From an optimization exercise on the open Yosys and OpenROAD flow, aimed at small area and a short achievable clock period; shortcuts taken in it are not production practice. At most, simulation tests tie the RTL to the original design; equivalence was not proved.

==> inputs of job 4627 <==
Design nn, start of the top module:
module nn #(parameter SIZE = 32) (
    input [SIZE-1:0] input_1,
    input [SIZE-1:0] input_2,
    input clk,
    input resetn,
    input enable,
    output [SIZE-1:0] final_output,
    output reg total_ovf,
    output reg total_zero,
    output [2:0] ovf_fsm_stage,
    output [2:0] zero_fsm_stage
);
==> flow/config.mk <==
export PLATFORM = sky130hd
export DESIGN_NAME = nn
export DESIGN_NICKNAME = nn
export VERILOG_FILES = /design/flow/design.v
export SDC_FILE = /design/flow/constraint.sdc
export NUM_CORES = 4
export LEC_CHECK = 0
export CAP_MARGIN = 20
export CORE_MARGIN = 2
export CORE_UTILIZATION = 60
export SLEW_MARGIN = 20
export SYNTH_HIERARCHICAL = 1
==> flow/constraint.sdc <==
create_clock -name core_clock -period 21.0 [get_ports {clk}]
set_input_delay 4.2000 -clock core_clock [delete_from_list [all_inputs] [get_ports {clk}]]
set_output_delay 4.2000 -clock core_clock [all_outputs]
set_load 0.01 [all_outputs]
standard.sh (not shown) runs the stock make flow with config.mk's settings and CLKGATE_MAP_FILE= SYNTH_SCRIPT=/design/flow/synth_recipe.tcl, a recipe that flattens the netlist after the stock synthesis.
==> flow/flow/run.sh <==
#!/bin/bash
# Standard ORFS layout (the standard.sh), with two changes to how it is made:
#  - port buffers are sky130_fd_sc_hd__buf_2 instead of the resizer's default pick
#    (a slow delay buffer), so the input and output paths are not padded;
#  - timing repair aims at a setup margin below the clock period, so paths are
#    repaired toward the period the design can reach rather than only to 21 ns.
# Synthesis is the standard one, unchanged. Each tool's log stays under orfs/logs.
set -euo pipefail
bash standard.sh synth > make_synth.log 2>&1
export BUFFER_PORTS_ARGS="-buffer_cell sky130_fd_sc_hd__buf_2"
export SETUP_SLACK_MARGIN=15.5
bash standard.sh > make_layout.log 2>&1
==> job 5940: changes against job 4627 <==
==> flow/flow/run.sh (replaced) <==
#!/bin/bash
# Standard ORFS layout (the standard.sh), with changes to how it is made only:
#  - port buffers: buf_1 on inputs, buf_2 on outputs (flow/ports.tcl) instead of
#    the resizer's default pick (a slow delay buffer);
#  - timing repair aims at a setup margin below the clock period, so paths are
#    repaired toward the period the design can reach rather than only to 21 ns.
# Synthesis is the standard one, unchanged. Each tool's log stays under orfs/logs;
# make's own output goes to make_*.log here.
set -euo pipefail
here=$(pwd)
bash standard.sh synth > make_synth.log 2>&1
export DONT_BUFFER_PORTS=1
export PRE_GLOBAL_PLACE_TCL=$here/flow/ports.tcl
export SETUP_SLACK_MARGIN=15.75
bash standard.sh > make_layout.log 2>&1
==> flow/flow/ports.tcl (new file) <==
# Port buffers (sourced before global placement, in place of ORFS's own
# buffer_ports call): every input and output port still gets a buffer.
buffer_ports -inputs -buffer_cell sky130_fd_sc_hd__buf_1
buffer_ports -outputs -buffer_cell sky130_fd_sc_hd__buf_2
- CTS_BUF_LIST: default -> sky130_fd_sc_hd__clkbuf_8
- CTS_CLUSTER_DIAMETER: default -> 100
- CTS_CLUSTER_SIZE: default -> 40
==> job 4342: changes against job 4627 <==
--- a/flow/design.v
+++ b/flow/design.v
@@ -19,31 +19,28 @@
     reg fo_lo;           
     assign final_output = {fo_hi, fo_2, fo_lo, fo_lo};
     reg [2:0] ostg_n, zstg_n;
     assign ovf_fsm_stage = ~ostg_n;
     assign zero_fsm_stage = ~zstg_n;
-    reg [4:0] nst0, nst1;
     always @(*) begin
         case (st)
-            S_DEACT: begin nst0 = S_DEACT; nst1 = fo_2 ? S_PRE : S_LOAD; end
-            S_IDLE:  begin nst0 = S_DEACT; nst1 = S_PRE; end
-            S_PRE:   begin nst0 = S_IN;    nst1 = S_IN; end
-            S_IN:    begin nst0 = S_OUT;   nst1 = S_OUT; end
-            S_OUT:   begin nst0 = S_POST;  nst1 = S_POST; end
-            S_POST:  begin nst0 = S_IDLE;  nst1 = S_IDLE; end
-            default: begin nst0 = st + 5'd1; nst1 = st + 5'd1; end
+            S_DEACT: nst = enable ? (fo_2 ? S_PRE : S_LOAD) : S_DEACT;
+            S_IDLE:  nst = enable ? S_PRE : S_DEACT;
+            S_PRE:   nst = S_IN;
+            S_IN:    nst = S_OUT;
+            S_OUT:   nst = S_POST;
+            S_POST:  nst = S_IDLE;
+            default: nst = st + 5'd1;
         endcase
     end
-    always @(*) nst = enable ? nst1 : nst0;
-    wire pre0 = (nst0 == S_PRE), pre1 = (nst1 == S_PRE);
     always @(posedge clk or negedge resetn)
         if (!resetn) begin
             st <= S_DEACT;
             is_pre <= 1'b0;
         end else begin
             st <= nst;
-            is_pre <= enable ? pre1 : pre0;
+            is_pre <= (nst == S_PRE);
         end
     reg signed [29:0] X;
     reg signed [30:0] Y;
     reg zxy;
     wire zin = ~|input_1[31:2] | ~|input_2[31:1];
@@ -78,52 +75,47 @@
     wire ovf3 = ~(x3 & y3);
     wire quirk = ostg_n[2];    
     wire ovf4 = quirk ? qovf : ~(x4 & y4 & ok32r);
     wire zero4 = quirk & qzero;         
     wire ovf5 = total_ovf | ~ok30r;
-    always @(posedge clk) begin
-        ok32r <= ok32;
-        ok30r <= ok30;
-    end
+    wire zpre = is_pre & zin;
+    always @(posedge clk)
+        if (st == S_IN) begin
+            ok32r <= ok32;
+            ok30r <= ok30;
+        end
     always @(posedge clk or negedge resetn) begin
         if (!resetn) begin
             total_ovf <= 1'b0;
+            total_zero <= 1'b0;
             ostg_n <= 3'd0;
+            zstg_n <= 3'd0;
+        end else if (zpre) begin
+            total_zero <= 1'b1; zstg_n <= ~3'd2;
         end else begin
             case (st)
                 S_DEACT: if (enable) begin
-                    total_ovf <= 1'b0; ostg_n <= 3'd0;
+                    total_ovf <= 1'b0; total_zero <= 1'b0;
+                    ostg_n <= 3'd0; zstg_n <= 3'd0;
+                end
+                S_IN: if (ovf3) begin
+                    total_ovf <= 1'b1; ostg_n <= ~3'd3;
+                end else if (zxy) begin
+                    total_zero <= 1'b1; zstg_n <= ~3'd3;
+                end
+                S_OUT: if (ovf4) begin
+                    total_ovf <= 1'b1; ostg_n <= ~3'd4;
+                end else if (zero4) begin
+                    total_zero <= 1'b1; zstg_n <= ~3'd4;
+                end
+                S_POST: if (ovf5) begin
+                    total_ovf <= 1'b1; ostg_n <= ~3'd5;
                 end
-                S_IN:   if (ovf3) begin total_ovf <= 1'b1; ostg_n <= ~3'd3; end
-                S_OUT:  if (ovf4) begin total_ovf <= 1'b1; ostg_n <= ~3'd4; end
-                S_POST: if (ovf5) begin total_ovf <= 1'b1; ostg_n <= ~3'd5; end
                 default: ;
             endcase
         end
     end
-    reg tz_o;
-    reg [2:0] zs_o;
-    always @(*) begin
-        tz_o = total_zero;
-        zs_o = zstg_n;
-        case (st)
-            S_DEACT: if (enable) begin tz_o = 1'b0; zs_o = 3'd0; end
-            S_IN:    if (!ovf3 && zxy) begin tz_o = 1'b1; zs_o = ~3'd3; end
-            S_OUT:   if (!ovf4 && zero4) begin tz_o = 1'b1; zs_o = ~3'd4; end
-            default: ;
-        endcase
-    end
-    wire zpre = is_pre & zin;
-    always @(posedge clk or negedge resetn) begin
-        if (!resetn) begin
-            total_zero <= 1'b0;
-            zstg_n <= 3'd0;
-        end else begin
-            total_zero <= zpre | tz_o;
-            zstg_n <= zpre ? ~3'd2 : zs_o;
-        end
-    end
     always @(posedge clk or negedge resetn) begin
         if (!resetn) begin
             fo_hi <= 29'd0;
             fo_2 <= 1'b0;
             fo_lo <= 1'b0;
- CORE_UTILIZATION: 60 -> 40
==> results.txt <==
synth top area cells=fa_1, edfxtp_1, ha_1, dfrtp_1, inv_1; dpl hpwl=approximately 20000 µm; status=finished clean; Worst Setup EP=ostg_n[2]; gpl congestion=0.846; met1 GRT Util=28.5%; RSZ-0062 raised after global routing=true; met2 global-route usage=30.6%; Yosys cell types=67; DR WL met2=11400 µm
That was job 4342.
==> results.txt <==
status=finished clean; dpl hpwl=roughly 19000 µm; RSZ-0062 raised after global routing=true; met2 global-route usage=45.5%; gpl congestion=0.943; synth top area cells=fa_1, edfxtp_1, ha_1, dfrtp_1, inv_1; DR WL met2=11100 µm; met1 GRT Util=41.0%; sequential standard cell area=0.00307 mm²; clk sinks=111
That was job 5940.
==> results.txt <==
Worst Setup EP=total_zero; RSZ-0062 raised after global routing=false; gpl congestion=0.886; dpl hpwl=19500 µm; met1 GRT Util=39.9%; status=finished clean; Yosys cell types=66
That was job 4627.
Function not checked in job 4342: the RTL went through the layout flow alone.

* * *

==> run a: inputs <==
Another version of the RTL of nn (not shown whole).
Settings: LEC_CHECK=0, CAP_MARGIN=20, CORE_MARGIN=2, CORE_UTILIZATION=40, SLEW_MARGIN=20; clock period 21.0 ns.
==> flow/flow/run.sh <==
#!/bin/bash
# Standard ORFS layout (the standard.sh), with two changes to how it is made:
#  - port buffers are sky130_fd_sc_hd__buf_2 instead of the resizer's default pick
#    (a slow delay buffer), so the input and output paths are not padded;
#  - timing repair aims at a setup margin below the clock period, so paths are
#    repaired toward the period the design can reach rather than only to 21 ns.
# Synthesis is the standard one, unchanged. Each tool's log stays under orfs/logs.
set -euo pipefail
bash standard.sh synth > make_synth.log 2>&1
export BUFFER_PORTS_ARGS="-buffer_cell sky130_fd_sc_hd__buf_2"
export SETUP_SLACK_MARGIN=15.5
bash standard.sh > make_layout.log 2>&1
==> inputs of run b, as changes to run a <==
Settings changed: SYNTH_HIERARCHICAL from default to 1.
==> qor summary <==
quantity	run b	run a
Run status	timing/DRC/antenna clean	timing/DRC/antenna clean
Synth Area in Compound Gates	14.1%	11.9%
Crit path setup slack, layout	15.11 ns	15.07 ns
Number of distinct standard cells referenced by the synthesized netlist	69	76
Fraction of the cycle the final worst path needs	28.0%	28.3%
Detailed-route vias per instance	5.44	5.19
Most used routing layer	met1	met2
Met2 track utilization from global routing	31.2%	30.3%
Max stage delay on crit path	0.54 ns	0.56 ns
Post-Synthesis Mean Instance Area	11.4 sq um	10.6 sq um
R2R Setup Slk	15.11 ns	15.07 ns
Synth Instances	837	962
Required arrival time at the worst endpoint	21.17 ns	21.16 ns
Post-CTS setup repair buffer count	43	15
Proportion of cell area occupied by registers	25.3%	25.6%
DIE HEIGHT	158 um	164 um
Clk tree area frac	4.85%	4.78%
Post-Synthesis Cell Area	9540 sq um	10200 sq um
Function was not checked in any run of this note: the RTL went through the layout flow alone.

[afterwards: timing with drivers on the ports]
Ports are ideal in the flow. The routed layouts listed here were re-timed in OpenROAD. Step 1 (the two cells are an assumption about what drives the block):
set clk [get_ports {clk}]
set_driving_cell -lib_cell sky130_fd_sc_hd__clkbuf_16 $clk
set_driving_cell -lib_cell sky130_fd_sc_hd__buf_2 [delete_from_list [all_inputs] $clk]
Step 2 adds t to the input delays and takes it off the output delays; t is the mean of the earliest and latest rising clock arrival at the registers after step 1. Input paths then give back, and output paths get back, about the clock's delay inside the block. Three values: ideal, step 1, step 2; two values: the first two.
| run | t (ns) | slack for setup (ns) | worst data-port slew with drivers (ns) |
|---|---|---|---|
| job 4627 | 0.402 | 15.610 / 15.625 / 15.222 | 0.04 |
| job 5940 | 0.432 | 15.723 / 15.730 / 15.298 | 1.02 |
| job 4342 | 0.417 | 15.434 / 15.461 / 15.044 | 0.06 |
| run a | 0.465 | 15.067 / 15.067 / 15.048 | 0.05 |
| run b | 0.472 | 15.113 / 15.113 / 15.085 | 0.04 |
After both steps setup and hold are still met in every run listed. For job 5940, which loses most, drivers alone change the setup slack by +0.007 ns; drivers and shift together by -0.425 ns.
